From an optimization exercise on the open Yosys and OpenROAD flow, aimed at small area; shortcuts taken in it are not production practice.
The RTL was checked by simulation tests, not by an equivalence proof against the original design.
No activity file was given, so power comes from the tool's default toggle rates.

==> module measure, before the edit <==
module measure #(
    parameter int W = 32
) (
    input logic clk_i,
    input logic rst_n_i,
    input logic sig_clk_p_i,
    input logic         gate_en_i,
    input logic [W-1:0] gate_total_i,
    output logic           reg_wr_en_o,
    output logic [2*W-1:0] reg_wr_data_o,
    output logic gate_sync_o
);
logic gate_sync;
logic gate_sync_a;
logic gate_sync_b;
logic         gate_en;
logic [W-1:0] gate_cnt;
logic [W-1:0] sig_clk_cnt;
logic [W-1:0] ref_clk_cnt;
logic reg_wr_en;
assign reg_wr_en_o = reg_wr_en;
assign reg_wr_data_o = {ref_clk_cnt, sig_clk_cnt};
assign gate_sync_o = gate_sync;
always_ff @(posedge clk_i or negedge rst_n_i)
begin
    if (!rst_n_i) begin
        gate_en   <= 1'b0;
        gate_sync <= 1'b0;
        gate_sync_a <= 1'b0;
        gate_sync_b <= 1'b0;
        reg_wr_en <= 1'b0;
    end else begin
        if (gate_sync) begin
            gate_en   <= (gate_cnt == gate_total_i) ? 1'b0 : gate_en;
            gate_sync <= ~(sig_clk_p_i & ~gate_en);
        end else begin
            gate_en   <= gate_en_i;
            gate_sync <= sig_clk_p_i & gate_en;
        end
        gate_sync_a <= gate_sync;
        gate_sync_b <= gate_sync_a;
        reg_wr_en <= ~gate_sync_a & gate_sync_b;
    end
end
logic cnt_clr;
assign cnt_clr = ~(gate_sync | gate_sync_a | gate_sync_b);
always_ff @(posedge clk_i)
begin
    gate_cnt    <= gate_sync ? gate_cnt + 1'b1 : {W{1'b0}};
    sig_clk_cnt <= cnt_clr ? {W{1'b0}} : sig_clk_cnt + (sig_clk_p_i & gate_sync);
    ref_clk_cnt <= cnt_clr ? {W{1'b0}} : ref_clk_cnt + gate_sync;
end
endmodule
==> module axi_dfm_v1_0, before the edit <==
module axi_dfm_v1_0(
    input logic s_axi_aclk,
    input logic s_axi_aresetn,
    input  logic [31:0] s_axi_awaddr,
    input  logic        s_axi_awvalid,
    output logic        s_axi_awready,
    input  logic [31:0] s_axi_wdata,
    input  logic        s_axi_wvalid,
    output logic        s_axi_wready,
    output logic s_axi_bvalid,
    input  logic s_axi_bready,
    input  logic [31:0] s_axi_araddr,
    input  logic        s_axi_arvalid,
    output logic        s_axi_arready,
    output logic [31:0] s_axi_rdata,
    output logic        s_axi_rvalid,
    input  logic        s_axi_rready,
    input  logic signal_in,
    output logic signal_done
);
localparam int W = 16;
logic [4:0] gate_en;
logic [4:0] gate_sync;
logic [W-1:0] gate_shift;
logic [W-1:0] gate_total;
logic         sig_clk_p;
logic     [4:0] raw_wr_en;
logic [2*W-1:0] raw_wr_data[5];
logic           reg_wr_en;
logic [2*W-1:0] reg_wr_data;
logic [2*W-1:0] reg_rd_data;
logic           wr_valid;
logic           rd_valid;
logic  [W-1:0] rdata;
assign s_axi_awready = s_axi_aresetn && s_axi_awvalid && (!s_axi_bvalid || s_axi_bready);
assign s_axi_wready  = s_axi_aresetn && s_axi_wvalid  && (!s_axi_bvalid || s_axi_bready);
assign s_axi_arready = s_axi_aresetn && s_axi_arvalid && (!s_axi_rvalid || s_axi_rready);
assign s_axi_rdata = {{(32-W){1'b0}}, rdata};
assign signal_done = reg_wr_en;
always_ff @(posedge s_axi_aclk or negedge s_axi_aresetn)
begin
    if (!s_axi_aresetn) begin
        gate_shift <= {W{1'b0}};
        gate_total <= {W{1'b0}};
        rd_valid <= 1'b0;
        s_axi_bvalid <= 1'b0;
        s_axi_rvalid <= 1'b0;
    end else begin
        if (s_axi_awready) begin
            case (s_axi_awaddr[7:0])
                8'h00:
                    gate_shift <= s_axi_wdata[W-1:0];
                8'h04:
                    gate_total <= s_axi_wdata[W-1:0];
                default:
                    rd_valid <= wr_valid;
            endcase
        end
        s_axi_bvalid <= (s_axi_bvalid & ~s_axi_bready) | s_axi_awready;
        s_axi_rvalid <= (s_axi_rvalid & ~s_axi_rready) | s_axi_arready;
    end
end
always_ff @(posedge s_axi_aclk)
begin
    if (s_axi_awready && s_axi_awaddr[7:0] != 8'h00 && s_axi_awaddr[7:0] != 8'h04)
        reg_rd_data <= reg_wr_data;
end
always_ff @(posedge s_axi_aclk)
begin
    if (!s_axi_rvalid || s_axi_rready) begin
        case (s_axi_araddr[7:0])
            8'h00:
                rdata <= gate_shift;
            8'h04:
                rdata <= gate_total;
            8'h08:
                rdata <= rd_valid ? reg_rd_data[W-1:0] : {W{1'b0}};
            8'h0C:
                rdata <= rd_valid ? reg_rd_data[2*W-1:W] : {W{1'b0}};
            default:
                rdata <= {W{1'b0}};
        endcase
    end
end
data_syn sig_clk_syn(
    .clk_i(s_axi_aclk),
    .rst_n_i(s_axi_aresetn),
    .data_i(signal_in),
    .pos_edge_o(sig_clk_p)
);
startup #(.W(W)) startup(
    .clk_i(s_axi_aclk),
    .rst_n_i(s_axi_aresetn),
    .gate_sync_i(gate_sync),
    .gate_shift_i(gate_shift),
    .gate_en_o(gate_en)
);
genvar i;
generate
    for (i = 0; i < 5; i = i + 1) begin: measure_block
        measure #(.W(W)) measure(
            .clk_i(s_axi_aclk),
            .rst_n_i(s_axi_aresetn),
            .sig_clk_p_i(sig_clk_p),
            .gate_en_i(gate_en[i]),
            .gate_total_i(gate_total),
            .reg_wr_en_o(raw_wr_en[i]),
            .reg_wr_data_o(raw_wr_data[i]),
            .gate_sync_o(gate_sync[i])
        );
    end
endgenerate
logic [2*W-1:0] wr_data;
always_comb
begin
    wr_data = {(2*W){1'b0}};
    for (int k = 0; k < 5; k = k + 1)
        wr_data = wr_data | (raw_wr_data[k] & {(2*W){raw_wr_en[k]}});
end
logic wr_multi;
assign wr_multi = (raw_wr_en[0] & (|raw_wr_en[4:1])) | (raw_wr_en[1] & (|raw_wr_en[4:2]))
                | (raw_wr_en[2] & (|raw_wr_en[4:3])) | (raw_wr_en[3] & raw_wr_en[4]);
always_ff @(posedge s_axi_aclk or negedge s_axi_aresetn)
begin
    if (!s_axi_aresetn) begin
        reg_wr_en <= 1'b0;
        wr_valid  <= 1'b0;
    end else begin
        reg_wr_en <= |raw_wr_en;
        if ((|raw_wr_en) && !wr_multi)
            wr_valid <= 1'b1;
    end
end
always_ff @(posedge s_axi_aclk)
begin
    if ((|raw_wr_en) && !wr_multi)
        reg_wr_data <= wr_data;
end
endmodule
Settings: LEC_CHECK=0, CAP_MARGIN=20, CORE_MARGIN=2, CORE_UTILIZATION=40, PLACE_DENSITY=0.6, SLEW_MARGIN=20; clock period 5.0 ns.
run.sh (not shown) runs the stock make flow with config.mk's settings and CLKGATE_MAP_FILE= SYNTH_SCRIPT=/design/flow/synth_recipe.tcl, a recipe that flattens the netlist after the stock synthesis.
Change:
--- a/flow/design.v
+++ b/flow/design.v
@@ -110,15 +110,21 @@
         gate_sync_b <= gate_sync_a;
         reg_wr_en <= ~gate_sync_a & gate_sync_b;
     end
 end
-logic cnt_clr;
-assign cnt_clr = ~(gate_sync | gate_sync_a | gate_sync_b);
 always_ff @(posedge clk_i)
 begin
-    gate_cnt    <= gate_sync ? gate_cnt + 1'b1 : {W{1'b0}};
-    sig_clk_cnt <= cnt_clr ? {W{1'b0}} : sig_clk_cnt + (sig_clk_p_i & gate_sync);
-    ref_clk_cnt <= cnt_clr ? {W{1'b0}} : ref_clk_cnt + gate_sync;
+    if (gate_sync) begin
+        gate_cnt    <= gate_cnt + 1'b1;
+        sig_clk_cnt <= sig_clk_cnt + sig_clk_p_i;
+        ref_clk_cnt <= ref_clk_cnt + 1'b1;
+    end else begin
+        gate_cnt    <= {W{1'b0}};
+        if (!(gate_sync_a || gate_sync_b)) begin
+            sig_clk_cnt <= {W{1'b0}};
+            ref_clk_cnt <= {W{1'b0}};
+        end
+    end
 end
 endmodule
 `timescale 1ns / 1ps
 module axi_dfm_v1_0(
@@ -151,10 +157,8 @@
 logic [2*W-1:0] raw_wr_data[5];
 logic           reg_wr_en;
 logic [2*W-1:0] reg_wr_data;
 logic [2*W-1:0] reg_rd_data;
-logic           wr_valid;
-logic           rd_valid;
 logic  [W-1:0] rdata;
 assign s_axi_awready = s_axi_aresetn && s_axi_awvalid && (!s_axi_bvalid || s_axi_bready);
 assign s_axi_wready  = s_axi_aresetn && s_axi_wvalid  && (!s_axi_bvalid || s_axi_bready);
 assign s_axi_arready = s_axi_aresetn && s_axi_arvalid && (!s_axi_rvalid || s_axi_rready);
@@ -164,9 +168,9 @@
 begin
     if (!s_axi_aresetn) begin
         gate_shift <= {W{1'b0}};
         gate_total <= {W{1'b0}};
-        rd_valid <= 1'b0;
+        reg_rd_data <= {(2*W){1'b0}};
         s_axi_bvalid <= 1'b0;
         s_axi_rvalid <= 1'b0;
     end else begin
         if (s_axi_awready) begin
@@ -175,19 +179,14 @@
                     gate_shift <= s_axi_wdata[W-1:0];
                 8'h04:
                     gate_total <= s_axi_wdata[W-1:0];
                 default:
-                    rd_valid <= wr_valid;
+                    reg_rd_data <= reg_wr_data;
             endcase
         end
         s_axi_bvalid <= (s_axi_bvalid & ~s_axi_bready) | s_axi_awready;
         s_axi_rvalid <= (s_axi_rvalid & ~s_axi_rready) | s_axi_arready;
     end
-end
-always_ff @(posedge s_axi_aclk)
-begin
-    if (s_axi_awready && s_axi_awaddr[7:0] != 8'h00 && s_axi_awaddr[7:0] != 8'h04)
-        reg_rd_data <= reg_wr_data;
 end
 always_ff @(posedge s_axi_aclk)
 begin
     if (!s_axi_rvalid || s_axi_rready) begin
@@ -196,11 +195,11 @@
                 rdata <= gate_shift;
             8'h04:
                 rdata <= gate_total;
             8'h08:
-                rdata <= rd_valid ? reg_rd_data[W-1:0] : {W{1'b0}};
+                rdata <= reg_rd_data[W-1:0];
             8'h0C:
-                rdata <= rd_valid ? reg_rd_data[2*W-1:W] : {W{1'b0}};
+                rdata <= reg_rd_data[2*W-1:W];
             default:
                 rdata <= {W{1'b0}};
         endcase
     end
@@ -245,18 +244,13 @@
                 | (raw_wr_en[2] & (|raw_wr_en[4:3])) | (raw_wr_en[3] & raw_wr_en[4]);
 always_ff @(posedge s_axi_aclk or negedge s_axi_aresetn)
 begin
     if (!s_axi_aresetn) begin
-        reg_wr_en <= 1'b0;
-        wr_valid  <= 1'b0;
+        reg_wr_en   <= 1'b0;
+        reg_wr_data <= {(2*W){1'b0}};
     end else begin
         reg_wr_en <= |raw_wr_en;
         if ((|raw_wr_en) && !wr_multi)
-            wr_valid <= 1'b1;
-    end
-end
-always_ff @(posedge s_axi_aclk)
-begin
-    if ((|raw_wr_en) && !wr_multi)
-        reg_wr_data <= wr_data;
-end
-endmodule
+            reg_wr_data <= wr_data;
+    end
+end
+endmodule
Effect: The new run completed with no timing, DRC or antenna violations. Clock-buffer cell count grows by 7. Utilization shrinks by 1.0 points. Via count grows by 5.2%. Wire length grows by 14%. Flip-flop and latch count shrinks by 2. Area after synthesis grows by 9.8%. Combinational power grows by 120%. Total power grows by 30%.

[separate check: timing with driven ports]
The flow's constraints put no driver on any port. The routed layouts listed below were extracted and timed again, unchanged, in two steps. Step 1 (the two cells are an assumption about what drives the block):
set clk [get_ports {s_axi_aclk}]
set_driving_cell -lib_cell sky130_fd_sc_hd__clkbuf_16 $clk
set_driving_cell -lib_cell sky130_fd_sc_hd__buf_2 [delete_from_list [all_inputs] $clk]
Step 2 also shifts input and output timing later by t, the mid clock arrival at the registers, as if the neighbouring blocks saw the same clock. a / b / c = ideal ports / drivers / drivers and shift; a / b = the first two.
run	t, ns	setup slack, ns	latest minus earliest clock arrival (ns)	worst register clock-pin slew, ns	worst slew at a driven data input, ns
the first run	0.597	1.484 / 1.460 / 1.429	0.026 / 0.026	0.07 / 0.07	0.07
the second run	0.621	1.452 / 1.422 / 1.422	0.015 / 0.015	0.07 / 0.07	0.06
After both steps every run listed still meets setup and hold. For the first run, which loses most, drivers alone change the setup slack by -0.024 ns; drivers and shift together by -0.055 ns.
